This design comes from an exercise in tuning for small area on the open sky130 flow, not from production work.
In this exercise RTL edits were held to simulation tests only and were not proved equivalent to the original.

File: design/flow/design.v
`timescale 1ns / 1ps
module fma_pipeline #(
    parameter FP = 32,
    parameter FPexp = 8,
    parameter FPfrac = 23
    )(
    input   wire                    clk,
    input   wire                    rst_n,
    input   wire                    valid_in,
    input   wire    [FP - 1 : 0]    A_in, 
    input   wire    [FP - 1 : 0]    B_in,
    input   wire    [FP - 1 : 0]    C_in,
    output  wire                    valid_out,
    output  wire    [FP - 1 : 0]    F_out
    );
    reg valid_s1;
    reg                     signA_s1, signB_s1, signC_s1;
    reg [FPexp - 1 : 0]     expA_s1, expB_s1, expC_s1;
    reg [FPfrac : 0]        fracA_s1, fracB_s1, fracC_s1;    
    wire                        signA_in = A_in[FP - 1];
    wire    [FPexp - 1 : 0]     expA_in = A_in[FPfrac + FPexp - 1 : FPfrac];
    wire    [FPfrac - 1 : 0]    fracA_in = A_in[FPfrac - 1 : 0];
    wire                        signB_in = B_in[FP - 1];
    wire    [FPexp - 1 : 0]     expB_in = B_in[FPfrac + FPexp - 1 : FPfrac];
    wire    [FPfrac - 1 : 0]    fracB_in = B_in[FPfrac - 1 : 0];
    wire                        signC_in = C_in[FP - 1];
    wire    [FPexp - 1 : 0]     expC_in = C_in[FPfrac + FPexp - 1 : FPfrac];
    wire    [FPfrac - 1 : 0]    fracC_in = C_in[FPfrac - 1 : 0];
    always @(posedge clk) begin
        if(!rst_n) begin
            valid_s1 <= 1'b0;
            signA_s1 <= 1'b0; expA_s1 <= {(FPexp){1'b0}}; fracA_s1 <= {(FPfrac + 1){1'b0}};
            signB_s1 <= 1'b0; expB_s1 <= {(FPexp){1'b0}}; fracB_s1 <= {(FPfrac + 1){1'b0}};
            signC_s1 <= 1'b0; expC_s1 <= {(FPexp){1'b0}}; fracC_s1 <= {(FPfrac + 1){1'b0}};
        end
        else begin
            valid_s1 <= valid_in;
            signA_s1 <= signA_in;
            expA_s1 <= expA_in;
            fracA_s1 <= (expA_in == 0) ? {1'b0, fracA_in} : {1'b1, fracA_in};
            signB_s1 <= signB_in;
            expB_s1 <= expB_in;
            fracB_s1 <= (expB_in == 0) ? {1'b0, fracB_in} : {1'b1, fracB_in};
            signC_s1 <= signC_in;
            expC_s1 <= expC_in;
            fracC_s1 <= (expC_in == 0) ? {1'b0, fracC_in} : {1'b1, fracC_in};
        end
    end
    reg valid_s2;
    reg                                 signAB_s2;
    reg [FPexp + 1 : 0]                 expAB_s2;    
    reg [((FPfrac + 1) << 1) - 1 : 0]   prodAB_s2;   
    reg                                 signC_s2;
    reg [FPexp - 1 : 0]                 expC_s2;
    reg [FPfrac : 0]                    fracC_s2;
    always @(posedge clk) begin
        if(!rst_n) begin
            valid_s2 <= 1'b0;
            signAB_s2 <= 1'b0;
            expAB_s2 <= {(FPexp + 2){1'b0}}; prodAB_s2 <= {((FPfrac + 1) << 1){1'b0}};
            signC_s2 <= 1'b0;
            expC_s2 <= {(FPexp){1'b0}};
            fracC_s2 <= {(FPfrac + 1){1'b0}};
        end 
        else begin
            valid_s2 <= valid_s1;
            signAB_s2 <= signA_s1 ^ signB_s1;
            expAB_s2 <= ((&expA_s1) | (&expB_s1)) ? ({(FPexp){1'b1}}) : ({{2'b0}, expA_s1} + {{2'b0}, expB_s1}) - ((1 << (FPexp - 1)) - 1);
            prodAB_s2 <= {{(FPfrac + 1){1'b0}}, fracA_s1} * {{(FPfrac + 1){1'b0}}, fracB_s1};
            signC_s2 <= signC_s1;
            expC_s2 <= expC_s1;
            fracC_s2 <= fracC_s1;
        end
    end
    reg valid_s3;
    reg                                 signAB_s3;
    reg [FPexp + 1 : 0]                 expAB_s3;
    reg [((FPfrac + 1) << 1) - 1 : 0]   prodAB_s3;
    reg                                 signC_s3;
    reg [FPexp + 1 : 0]                 expC_s3;
    reg [((FPfrac + 1) << 1) - 1 : 0]   fracC_s3;
    reg [FPexp + 1 : 0]                 expAB_norm;
    reg [((FPfrac + 1) << 1) - 1 : 0]   prodAB_norm;
    always @(*) begin
        if(prodAB_s2 == 0) begin
            expAB_norm = {(FPexp + 2){1'b0}};
            prodAB_norm = {((FPfrac + 1) << 1){1'b0}};
        end
        else begin
            if(prodAB_s2[((FPfrac + 1) << 1) - 1] == 1'b1) begin
                expAB_norm = expAB_s2 + 1;
                prodAB_norm = prodAB_s2 >> 1;
            end
            else begin
                expAB_norm = expAB_s2;
                prodAB_norm = prodAB_s2;
            end
        end
    end
    always @(posedge clk) begin
        if(!rst_n) begin
            valid_s3 <= 1'b0;
            signAB_s3 <= 1'b0;
            expAB_s3 <= {(FPexp + 2){1'b0}};
            prodAB_s3 <= {((FPfrac + 1) << 1){1'b0}};
        end
        else begin
            valid_s3 <= valid_s2;
            signAB_s3 <= signAB_s2;
            expAB_s3 <= expAB_norm;
            prodAB_s3 <= prodAB_norm;
        end
    end
    reg valid_s4;
    reg                                 sign_s4;
    reg [FPexp + 1 : 0]                 exp_s4;
    reg [((FPfrac + 1) << 1) - 1 : 0]   frac_s4;
    reg                                 sign_big, sign_small;
    reg [FPexp + 1 : 0]                 exp_big, exp_small;
    reg [((FPfrac + 1) << 1) - 1 : 0]   frac_big, frac_small;
    always @(*) begin
        if($signed(expAB_s3) > $signed(expC_s3)) begin
            sign_big = signAB_s3;
            exp_big = expAB_s3;
            frac_big = prodAB_s3;
            sign_small = signC_s3;
            exp_small = expC_s3;
            frac_small = fracC_s3;
        end
        else begin
            sign_big = signC_s3;
            exp_big = expC_s3;
            frac_big = fracC_s3;
            sign_small = signAB_s3;
            exp_small = expAB_s3;
            frac_small = prodAB_s3;
        end
    end
    wire [FPexp + 1 : 0]    exp_diff = exp_big - exp_small;
    wire [((FPfrac + 1) << 1) - 1 : 0]  frac_aligned = frac_small >> exp_diff;
    reg                                 sign_sum;
    reg [((FPfrac + 1) << 1) - 1 : 0]   frac_sum;
    always @(*) begin
        if(sign_big ^ sign_small) begin
            if(frac_big >= frac_aligned) begin
                sign_sum = sign_big;
                frac_sum = frac_big - frac_aligned;
            end
            else begin
                sign_sum = ~sign_big;
                frac_sum = frac_aligned - frac_big;
            end
        end
        else begin
            sign_sum = sign_big;
            frac_sum = frac_big + frac_aligned;
        end
    end
    reg [FPexp + 1 : 0]                 exp_norm;
    reg [((FPfrac + 1) << 1) - 1 : 0]   frac_norm;
    always @(*) begin
        if(frac_sum[((FPfrac + 1) << 1) - 1] == 1'b1) begin
            exp_norm = exp_big + 1;
            frac_norm = frac_sum >> 1;
        end
        else begin
            exp_norm = exp_big;
            frac_norm = frac_sum;
        end
    end
    always @(posedge clk) begin
        if(!rst_n) begin
            valid_s4 <= 1'b0;
            sign_s4 <= 1'b0;
            exp_s4 <= {(FPexp + 2){1'b0}};
            frac_s4 <= {((FPfrac + 1) << 1){1'b0}};
            signC_s3 <= 1'b0;
            expC_s3 <= {(FPexp + 2){1'b0}};
            fracC_s3 <= {((FPfrac + 1) << 1){1'b0}};
        end
        else begin
            valid_s4 <= valid_s3;
            sign_s4 <= sign_sum;
            exp_s4 <= exp_norm;
            frac_s4 <= frac_norm;
            if(valid_s3) begin
                signC_s3 <= sign_sum;
                expC_s3 <= exp_norm;
                fracC_s3 <= frac_norm;
            end
            else begin
                signC_s3 <= signC_s2;
                expC_s3 <= {{2'b0}, expC_s2};
                fracC_s3 <= {{1'b0}, fracC_s2, {(FPfrac){1'b0}}};
            end
        end
    end
    reg                 valid_s5;
    reg [FP - 1 : 0]    out_s5;
    reg [FPexp - 1 : 0]     exp_final;
    reg [FPfrac - 1 : 0]    frac_final;
    always @(*) begin
        if(exp_s4[FPexp + 1]) begin
            exp_final = {(FPexp){1'b0}};
            frac_final = {(FPfrac){1'b0}};
        end
        else if(exp_s4[FPexp] | (&exp_s4[FPexp - 1 : 0])) begin
            exp_final = {(FPexp){1'b1}};
            frac_final = {(FPfrac){1'b0}};
        end
        else begin
            exp_final = exp_s4[FPexp - 1 : 0];
            frac_final = frac_s4[(FPfrac << 1) - 1 : FPfrac];
        end
    end
    always @(posedge clk) begin
        if(!rst_n) begin
            valid_s5 <= 1'b0;
            out_s5 <= {(FP){1'b0}};
        end
        else begin
            valid_s5 <= valid_s4;
            out_s5 <= {sign_s4, exp_final, frac_final};
        end
    end
    assign valid_out = valid_s5;
    assign F_out = out_s5;
endmodule
File: design/flow/run.sh
#!/bin/bash
# synth_recipe.tcl (not shown) runs the flow's synth.tcl, then flattens the netlist and writes it again
# the make line also repeats each setting of config.mk as NAME=value (left out here)
make -C /OpenROAD-flow-scripts/flow DESIGN_CONFIG=/design/flow/config.mk WORK_HOME=/design/flow/orfs CLKGATE_MAP_FILE= SYNTH_SCRIPT=/design/flow/synth_recipe.tcl finish
File: design/flow/config.mk
export PLATFORM = sky130hd
export DESIGN_NAME = fma_pipeline
export DESIGN_NICKNAME = fma_pipeline
export VERILOG_FILES = /design/flow/design.v
export SDC_FILE = /design/flow/constraint.sdc
export NUM_CORES = 4
export LEC_CHECK = 0
export CAP_MARGIN = 20
export CORE_MARGIN = 2
export CORE_UTILIZATION = 40
export SLEW_MARGIN = 20
File: design/flow/constraint.sdc
create_clock -name core_clock -period 10.5 [get_ports {clk}]
set_input_delay 2.1000 -clock core_clock [delete_from_list [all_inputs] [get_ports {clk}]]
set_output_delay 2.1000 -clock core_clock [all_outputs]
set_load 0.01 [all_outputs]
==> results of run 1 <==
-- cell type report --
cell class | count | area share [%]
clock inverters | 18 | 0.382
flip-flops and latches | 378 | 15.9
multi-input cells | 3843 | 67.8
inverters | 642 | 5.07
clock buffers | 62 | 2.74
repair buffers | 227 | 4.39
well taps | 1403 | 3.70
-- cells in the final DEF, fill, tap and decap left out, types with 9 or more instances in the layout --
cell             netlist  layout
nor2b_1               38      38
nand2_1              593     593
a221o_1               14      14
a22oi_1               45      45
clkbuf_8               0       9
a31oi_1               28      28
nor4_1                40      40
or2_2                 12      13
mux4_2                10      10
a211o_1               11      11
xnor2_1               87      83
nand3_1               69      69
a211oi_1              44      43
or3_1                 12      12
o21bai_1              53      53
a21oi_1              307     307
dfxtp_1              378     373
ha_1                 343     343
clkdlybuf4s50_1        0     130
o22ai_1               23      23
and3_1                19      19
nor3_1                59      58
o211ai_1              41      41
o211a_1               10      10
o31ai_1               15      14
nand4_1               51      51
buf_4                  4      92
a21o_1                56      56
a221oi_1              19      19
nor2_1               357     356
o21a_1                21      21
o21ai_0              141     141
fa_1                 486     486
and2_1               398     397
mux2_2                58      58
mux2i_1              181     181
inv_1                640     639
clkbuf_16              0      46
nand2b_1              38      38
xor2_1                35      33
-- kinds of logic (layout without fill, tap and decap cells) --
family / Yosys count / count (layout) / synth area share [%]
AO/OA/AOI/OAI: 917 / 917 / 13.8
XOR/XNOR: 123 / 123 / 2.51
adder cells (fa/ha/maj): 829 / 829 / 32.4
buffers and inverters: 933 / 949 / 8.33
flip-flops: 378 / 378 / 17.5
multiplexers: 249 / 249 / 6.22
AND/OR/NAND/NOR: 1725 / 1725 / 19.3
-- metal layers --
layer | track usage, % | wire length (um) | vias up
li1 | - | - | 16900
met1 | 33.3 | 60400 | 17800
met2 | 39.9 | 61700 | 1316
met3 | 4.36 | 9970 | 223
met4 | 9.11 | 5420 | 0
met5 | 0 | 0 | -
-- worst max path at each step --
stage / cells past startpoint / endpoint / slack (ps) / startpoint
3_3_place_gp: 30 / expC_s3[5]$_SDFF_PN0_ / 960 / expC_s3[9]$_SDFF_PN0_
6_report: 27 / fracC_s3[33]$_SDFF_PN0_ / 740 / expC_s3[9]$_SDFF_PN0_
4_1_cts: 27 / fracC_s3[44]$_SDFF_PN0_ / 880 / expC_s3[9]$_SDFF_PN0_
3_5_place_dp: 28 / expC_s3[5]$_SDFF_PN0_ / 920 / expC_s3[9]$_SDFF_PN0_
2_1_floorplan: 35 / fracC_s3[44]$_SDFF_PN0_ / 3190 / expC_s3[4]$_SDFF_PN0_
5_1_grt: 30 / fracC_s3[44]$_SDFF_PN0_ / 120 / expC_s3[9]$_SDFF_PN0_
-- synthesized netlist by cell type, types with 8 or more instances --
master    instances
nor2b_1          38
a221oi_1         19
or3_1            12
nand3_1          69
xor2_1           35
a31oi_1          28
a211o_1          11
and3_1           19
a21oi_1         307
mux2i_1         181
o21bai_1         53
a221o_1          14
o21ai_0         141
ha_1            343
or2_2            12
nand4_1          51
fa_1            486
xnor2_1          87
o22ai_1          23
nor4_1           40
nand2b_1         38
and2_1          398
o211ai_1         41
clkbuf_1        220
o31ai_1          15
mux4_2           10
nor2_1          357
or4_1             8
dfxtp_1         378
a21o_1           56
a211oi_1         44
inv_1           640
mux2_2           58
o221ai_1          8
nor3_1           59
nand2_1         593
buf_2            39
o21a_1           21
a22oi_1          45
buf_1            23
o211a_1          10
-- per-stage QoR --
step,hold WS (ps),util [%],setup slack [ps]
after global routing,442,44.3,119
final,428,44.3,744
after floorplan,406,-,3190
after detailed placement,419,42.9,922
after CTS,433,44.3,876
after global placement,415,42.9,960
-- flip-flops by register name, summed over array words and instances (netlist names), 23 cells and up --
name       cells
fracC_s1      24
frac_s4       23
out_s5        32
fracB_s1      24
prodAB_s2     48
fracA_s1      24
fracC_s2      24
fracC_s3      47
prodAB_s3     47
-- what timing repair did --
item,4_1_cts,5_1_grt
setup endpoints to repair,0,10
hold buffers,0,0
gates resized for setup,0,2
buffers inserted,0,0
==> flow_summary_export.csv, run 1 <==
group,metric,value,unit
worst_setup_path,rrSetupSlack,740,ps
sta,rsz0062_at_grt,"false",
worst_setup_path,r2r-start,"expC_s3[9]$_SDFF_PN0_",
synth,synth_warnings,1,
route,first_pass_iters,6,
layout,seqCellArea,7570,sq um
route,avgRoutedWirePerCell,20.9,um
layout,n_antenna_cell,0,
synth,synth_edf_count,0,
worst_setup_path,critPathMaxStageDelay,760,ps
run,cap_violations,0,
sta,period_share,92.9,%
layout,area_growth,9.75,%
worst_setup_path,critical_path_class,"reg -> reg",
worst_setup_path,cp_slowest_cell,"a21oi_1",
clock_tree,numCtsBuffers,45,
floorplanning,start_util,40.4,%
synth,synth.top_cell.area_share,22.5,%
layout,instances_no_fill,6573,
worst_setup_path,start_kind,"register",
grt,overflow,0,
synth,synth.avg_cell_area,8.40,sq um
worst_setup_path,reg2reg_depth,27,
synth,ys_top_cells_by_area,"fa_1, dfxtp_1, ha_1, and2_1, inv_1",
layout,multi_input_area,32200,sq um
sta,setup_tns,0,ps
grt,grt_util_all_layers,24.8,%
synth,synthesis.instances,5154,
grt,grt_max_degree,102,
place,placedCellCount,6493,
sta,finalMaxSlewViolations,0,
clock_tree,clk_latency,610,ps
layout,fin_area,47500,sq um
worst_setup_path,cp_num_buf_inv,3,
clock_tree,clk_pin_slew,60,ps
route,ant_nets,0,
clock_tree,clock_sinks,378,
route,first_iter_violations,3119,
sta,slew_headroom,26.9,%
synth,syn_area,43300,sq um
floorplanning,row_count,120,
synth,synth.ff_latch_count,378,
place,portBuffers,131,
synth,dominantRegCellSynth,"dfxtp_1",
worst_setup_path,r2r-end,"fracC_s3[33]$_SDFF_PN0_",
sta,fmax,0.102,GHz
grt,grt_pass1_wl,215000,um
sta,finalSetupViolCount,0,
floorplanning,dieWidth,333,um
layout,drive_gt1_share,5.73,%
place,placed_cell_area,46000,sq um
floorplanning,dieArea,111000,sq um
clock_tree,htree_levels,2,
sta,skew,38.2,ps
synth,yosysTopAreaCell,"fa_1",
sta,final_hold_viol_count,0,
place,gp_congestion,1.02,
floorplanning,num_io_pins,132,
floorplanning,die_h,333,um
route,drc,0,
worst_setup_path,arrival,10260,ps
synth,ys_types,93,
clock_tree,cts_tree,"done",
worst_setup_path,crit_path_end_kind,"register",
grt,grt_pass1_vias,36800,
clock_tree,cts_root_buf,"clkbuf_16",
grt,antenna_found_initial,1,
outcome,status,"timing/DRC/antenna clean",
synth,synthArstFlopShare,0,%
layout,nNetsFinal,6065,
min_path,hold_path_depth,1,
sta,min_period,9760,ps
min_path,hp-class,"reg -> reg",
worst_setup_path,crit_family,"compound AO/OA/AOI/OAI gates",
route,vias,36300,
worst_setup_path,crit_fanout,91,
synth,syn-num-nets,6082,
worst_setup_path,critPathRequiredTime,11010,ps
floorplanning,design.core.area,107000,sq um
layout,fillers,10800,
min_path,hold_path.startpoint,"fracC_s1[17]$_SDFF_PN0_",
synth,ys_seq_area_share,17.5,%
route,drt_wl_total,137000,um
clock_tree,clockBufferDepth,3,
route,viasPerCell,5.52,
min_path,hold_end,"fracC_s2[17]$_SDFF_PN0_",
place,dp_hpwl,112000,um
sta,worst_pin_slew,1100,ps
==> run 2: changes to the inputs <==
==> design/flow/design.v (replaced) <==
`timescale 1ns / 1ps
module fma_pipeline #(
    parameter FP = 32,
    parameter FPexp = 8,
    parameter FPfrac = 23
    )(
    input   wire                    clk,
    input   wire                    rst_n,
    input   wire                    valid_in,
    input   wire    [FP - 1 : 0]    A_in,
    input   wire    [FP - 1 : 0]    B_in,
    input   wire    [FP - 1 : 0]    C_in,
    output  wire                    valid_out,
    output  wire    [FP - 1 : 0]    F_out
    );
    wire [7:0]  eA = A_in[30:23];
    wire [7:0]  eB = B_in[30:23];
    wire [23:0] mA = {|eA, A_in[22:0]};
    wire [23:0] mB = {|eB, B_in[22:0]};
    wire [47:0] prod = mA * mB;
    wire        pzero = ~(|A_in[30:0]) | ~(|B_in[30:0]);
    wire        inf   = (&eA) | (&eB);
    wire [9:0]  esum  = {2'b0, eA} + {2'b0, eB} - 10'd127;
    wire [9:0]  e_raw = inf ? 10'd255 : esum;
    wire [9:0]  e_n   = pzero ? 10'd0 : (prod[47] ? e_raw + 10'd1 : e_raw);
    wire [46:0] p_n   = prod[47] ? prod[47:1] : prod[46:0];
    reg         v1;
    reg         s1;
    reg  [9:0]  e1;
    reg  [46:0] p1;
    reg         v2;
    reg         acc_s;
    reg  [9:0]  acc_e;
    reg  [46:0] acc_f;
    wire        ab_big  = $signed(e1) > $signed(acc_e);
    wire        s_big   = ab_big ? s1 : acc_s;
    wire [9:0]  e_big   = ab_big ? e1 : acc_e;
    wire [46:0] f_big   = ab_big ? p1 : acc_f;
    wire [9:0]  e_small = ab_big ? acc_e : e1;
    wire [46:0] f_small = ab_big ? acc_f : p1;
    wire        sub     = s1 ^ acc_s;
    wire [9:0]  diff    = e_big - e_small;
    wire [46:0] f_al    = f_small >> diff;
    wire [47:0] t       = {1'b0, f_big} + ({1'b0, f_al} ^ {48{sub}}) + {47'd0, sub};
    wire        neg     = sub & t[47];
    wire [47:0] mag     = neg ? (~t + 48'd1) : t;
    wire        s_sum   = s_big ^ neg;
    wire        ovf     = ~sub & t[47];
    wire [9:0]  e_sum   = ovf ? e_big + 10'd1 : e_big;
    wire [46:0] f_sum   = ovf ? mag[47:1] : mag[46:0];
    wire [7:0]  e_out = acc_e[9] ? 8'd0 : ((acc_e[8] | (&acc_e[7:0])) ? 8'hff : acc_e[7:0]);
    wire [22:0] f_out = (acc_e[9] | acc_e[8] | (&acc_e[7:0])) ? 23'd0 : acc_f[45:23];
    reg         v3, v4, v5;
    reg  [31:0] o3, o4, o5;
    always @(posedge clk) begin
        if (!rst_n) begin
            v1 <= 1'b0;
            v2 <= 1'b0;
            v3 <= 1'b0;
            v4 <= 1'b0;
            v5 <= 1'b0;
        end
        else begin
            v1 <= valid_in;
            v2 <= v1;
            v3 <= v2;
            v4 <= v3;
            v5 <= v4;
        end
    end
    always @(posedge clk) begin
        s1 <= A_in[31] ^ B_in[31];
        e1 <= e_n;
        p1 <= p_n;
        if (v1) begin
            acc_s <= s_sum;
            acc_e <= e_sum;
            acc_f <= f_sum;
        end
        else begin
            acc_s <= C_in[31];
            acc_e <= {2'b0, C_in[30:23]};
            acc_f <= {|C_in[30:23], C_in[22:0], 23'd0};
        end
        o3 <= {acc_s, e_out, f_out};
        o4 <= o3;
        o5 <= o4;
    end
    assign valid_out = v5;
    assign F_out = o5;
endmodule
==> run 2 against run 1 <==
Against the previous run: global-route usage shrank 2.4 points; routed wire length decreased by 26%; critical path type unchanged; design area down 17%; utilization up 0.59 points; clock-buffer cell count decreased by 36; worst setup slack got worse by 240 ps; first-iteration DRC count is 33% lower.
==> flow_summary_export.csv, run 2 <==
group,metric,value,unit
floorplanning,start_util,40.2,%
worst_setup_path,cp-startpoint,"acc_e[5]$_DFF_P_",
grt,antenna_found_initial,1,
clock_tree,cts_tree,"done",
sta,worst_pin_slew,1050,ps
grt,grt_pass1_vias,29500,
sta,setup_tns,0,ps
grt,gr-usage-met2,35.8,%
layout,final_common_cell,"nand2_1",
worst_setup_path,rrSetupSlack,500,ps
clock_tree,cts_root_buf,"clkbuf_16",
synth,ys_types,104,
sta,final_hold_viol_count,0,
grt,overflow,0,
sta,finalMaxSlewViolations,0,
sta,fin_hold_ws,310,ps
clock_tree,clockBufferDepth,3,
clock_tree,clock_sinks,217,
floorplanning,num_io_pins,132,
worst_setup_path,reg2reg_depth,42,
route,drc,0,
route,first_pass_iters,5,
min_path,hold_path.startpoint,"o4[8]$_DFF_P_",
route,vias,29500,
synth,syn_area,35400,sq um
clock_tree,numCtsBuffers,22,
layout,layout_common_cells,"nand2_1, inv_1, fa_1, nor2_1, ha_1",
worst_setup_path,r2r-start,"acc_e[5]$_DFF_P_",
worst_setup_path,r2r-end,"acc_f[44]$_DFF_P_",
layout,n_antenna_cell,0,
floorplanning,dieWidth,301,um
layout,drive_gt1_share,8.07,%
synth,synth_edf_count,0,
sta,min_period,10000,ps
synth,synth.avg_cell_area,8.22,sq um
layout,area_growth,11.6,%
worst_setup_path,cp_common_cell,"a21o_1",
worst_setup_path,cp_slowest_cell,"or3_1",
grt,grt_pass1_wl,163000,um
floorplanning,dieArea,90800,sq um
worst_setup_path,critPathRequiredTime,10900,ps
grt,grt_max_degree,70,
grt,top_usage_layer,"met2",
synth,ys_seq_area_share,12.3,%
worst_setup_path,start_kind,"register",
worst_setup_path,arrival,10400,ps
synth,synth.top_cell.area_share,27.4,%
place,placed_cell_area,38800,sq um
outcome,status,"timing/DRC/antenna clean",
synth,synthesis.instances,4303,
worst_setup_path,crit_path_end_kind,"register",
floorplanning,row_count,109,
clock_tree,htree_levels,1,
route,avgRoutedWirePerCell,18.1,um
clock_tree,clk_latency,550,ps
place,gp_congestion,0.977,
grt,grt_util_all_layers,22.4,%
synth,synth_most_common_cell,"nand2_1",
worst_setup_path,critical_path_class,"reg -> reg",
synth,synth_warnings,1,
sta,skew,24.3,ps
sta,fmax,0.100,GHz
synth,synth.ff_latch_count,217,
floorplanning,die_h,301,um
sta,rsz0062_at_grt,"true",
place,dp_hpwl,86100,um
synth,dominantRegCellSynth,"dfxtp_1",
synth,yosysTopAreaCell,"fa_1",
clock_tree,cts_setup_buffers,0,
min_path,hp-class,"reg -> reg",
sta,finalSetupViolCount,0,
sta,slew_headroom,30.0,%
synth,ys_top_cells_by_area,"fa_1, dfxtp_1, ha_1, nand2_1, inv_1",
grt,grt_util_met1,32.7,%
route,first_iter_violations,2084,
route,ant_nets,0,
synth,synthArstFlopShare,0,%
place,portBuffers,131,
route,drt_wl_total,101000,um
layout,nNetsFinal,5246,
grt,met3_usage,1.79,%
layout,fin_util,44.9,%
sta,period_share,95.2,%
floorplanning,design.core.area,88000,sq um
route,viasPerCell,5.28,
worst_setup_path,crit_fanout,6,
worst_setup_path,critPathCapture,"acc_f[44]$_DFF_P_",
synth,syn-num-nets,5137,
run,cap_violations,0,
clock_tree,clk_pin_slew,60,ps
synth,synth_common_cells,"nand2_1, inv_1, fa_1",
worst_setup_path,critPathMaxStageDelay,470,ps
layout,fin_area,39500,sq um
layout,reg_top3,"acc_f: 47 flops, p1: 47 flops",
-- run 2: what timing repair did --
action | in CTS | in global routing
hold buffers | 0 | 0
setup endpoints to repair | 0 | 27
gates resized for setup | 0 | 3
-- run 2: through the flow --
stage	setup WS, ps	instances
3_5_place_dp	41.0	5553
4_1_cts	452	5590
2_1_floorplan	207	4303
3_3_place_gp	127	5553
6_report	500	5590
5_1_grt	-81.9	5590
-- run 2: area by class of cell --
class	count	area, sq um
fillers	8798	48500
multi-input cells	3281	28000
flip-flops and latches	217	4350
repair buffers	324	2860
inverters	566	2120
well taps	1165	1460
clock buffers	26	596
clock inverters	11	115
-- run 2: how the worst min path moves through the flow --
stage                endpoint  slack, ps  depth (start not counted)
6_report        o5[8]$_DFF_P_        310                          0
3_3_place_gp   o5[16]$_DFF_P_        310                          0
5_1_grt         o5[8]$_DFF_P_        320                          0
4_1_cts         o5[8]$_DFF_P_        310                          0
2_1_floorplan   o4[0]$_DFF_P_        310                          0
3_5_place_dp    o5[0]$_DFF_P_        310                          0
-- run 2: metal layers --
metal / wire length (um) / vias up / part of all wire, %
met3: 5730 / 121 / 5.7
met4: 2350 / 0 / 2.3
met5: 0 / - / 0
li1: - / 14100 / -
met1: 48400 / 14400 / 48
met2: 44800 / 858 / 44
-- run 2: logic make-up (layout without fill, tap and decap cells) --
kind of cell               after synthesis  in the layout  synth area share, %
AOI/OAI and AO/OA                      616            616                 11.6
xor gates and xnor gates               192            192                 4.78
adders and majority gates              735            735                 36.3
buffers and inverters                  805            927                 8.77
DFF                                    217            217                 12.3
muxes                                  184            184                 5.83
and+or+nand+nor                       1554           1554                 20.5
-- run 2: worst max-delay path: cells and delay by family (launching register included) --
| kind | cells | cell delay (ps) |
|---|---|---|
| AO/OA/AOI/OAI | 24 | 4640 |
| AND/OR/NAND/NOR | 9 | 2850 |
| adder cells (fa/ha/maj) | 3 | 890 |
| buffers and inverters | 4 | 600 |
| flip-flops | 1 | 360 |
| XOR/XNOR | 1 | 210 |
| multiplexers | 1 | 300 |

## port drivers added, routing unchanged
The results above use ideal ports. As a check the final layouts listed here were re-extracted and re-timed, cells and wires unchanged. Step 1, drivers: a clkbuf_16 drives clk and a buf_2 each remaining input, both assumed. Step 2 moves the port delays by t, midway between the first and last clock arrival at a register: inputs arrive t later, outputs are due t later. That takes back most of the time a late clock gives input paths. a / b / c = ideal ports / drivers / drivers and shift; a / b = the first two.
run | t, ns | slack for setup (ns) | worst setup path after step 2 | slew at the worst register clock pin (ns) | cell pins on the clock port's net
run 1 | 0.657 | 0.744 / 0.744 / 0.744 | register to register | 0.07 / 0.07 | 1
run 2 | 0.589 | 0.500 / 0.500 / 0.112 | input to register | 0.07 / 0.07 | 1
After both steps setup and hold are still met in every run listed. The setup slack of run 2, which loses most, moves by 0.000 ns with the drivers and by -0.388 ns with both steps.
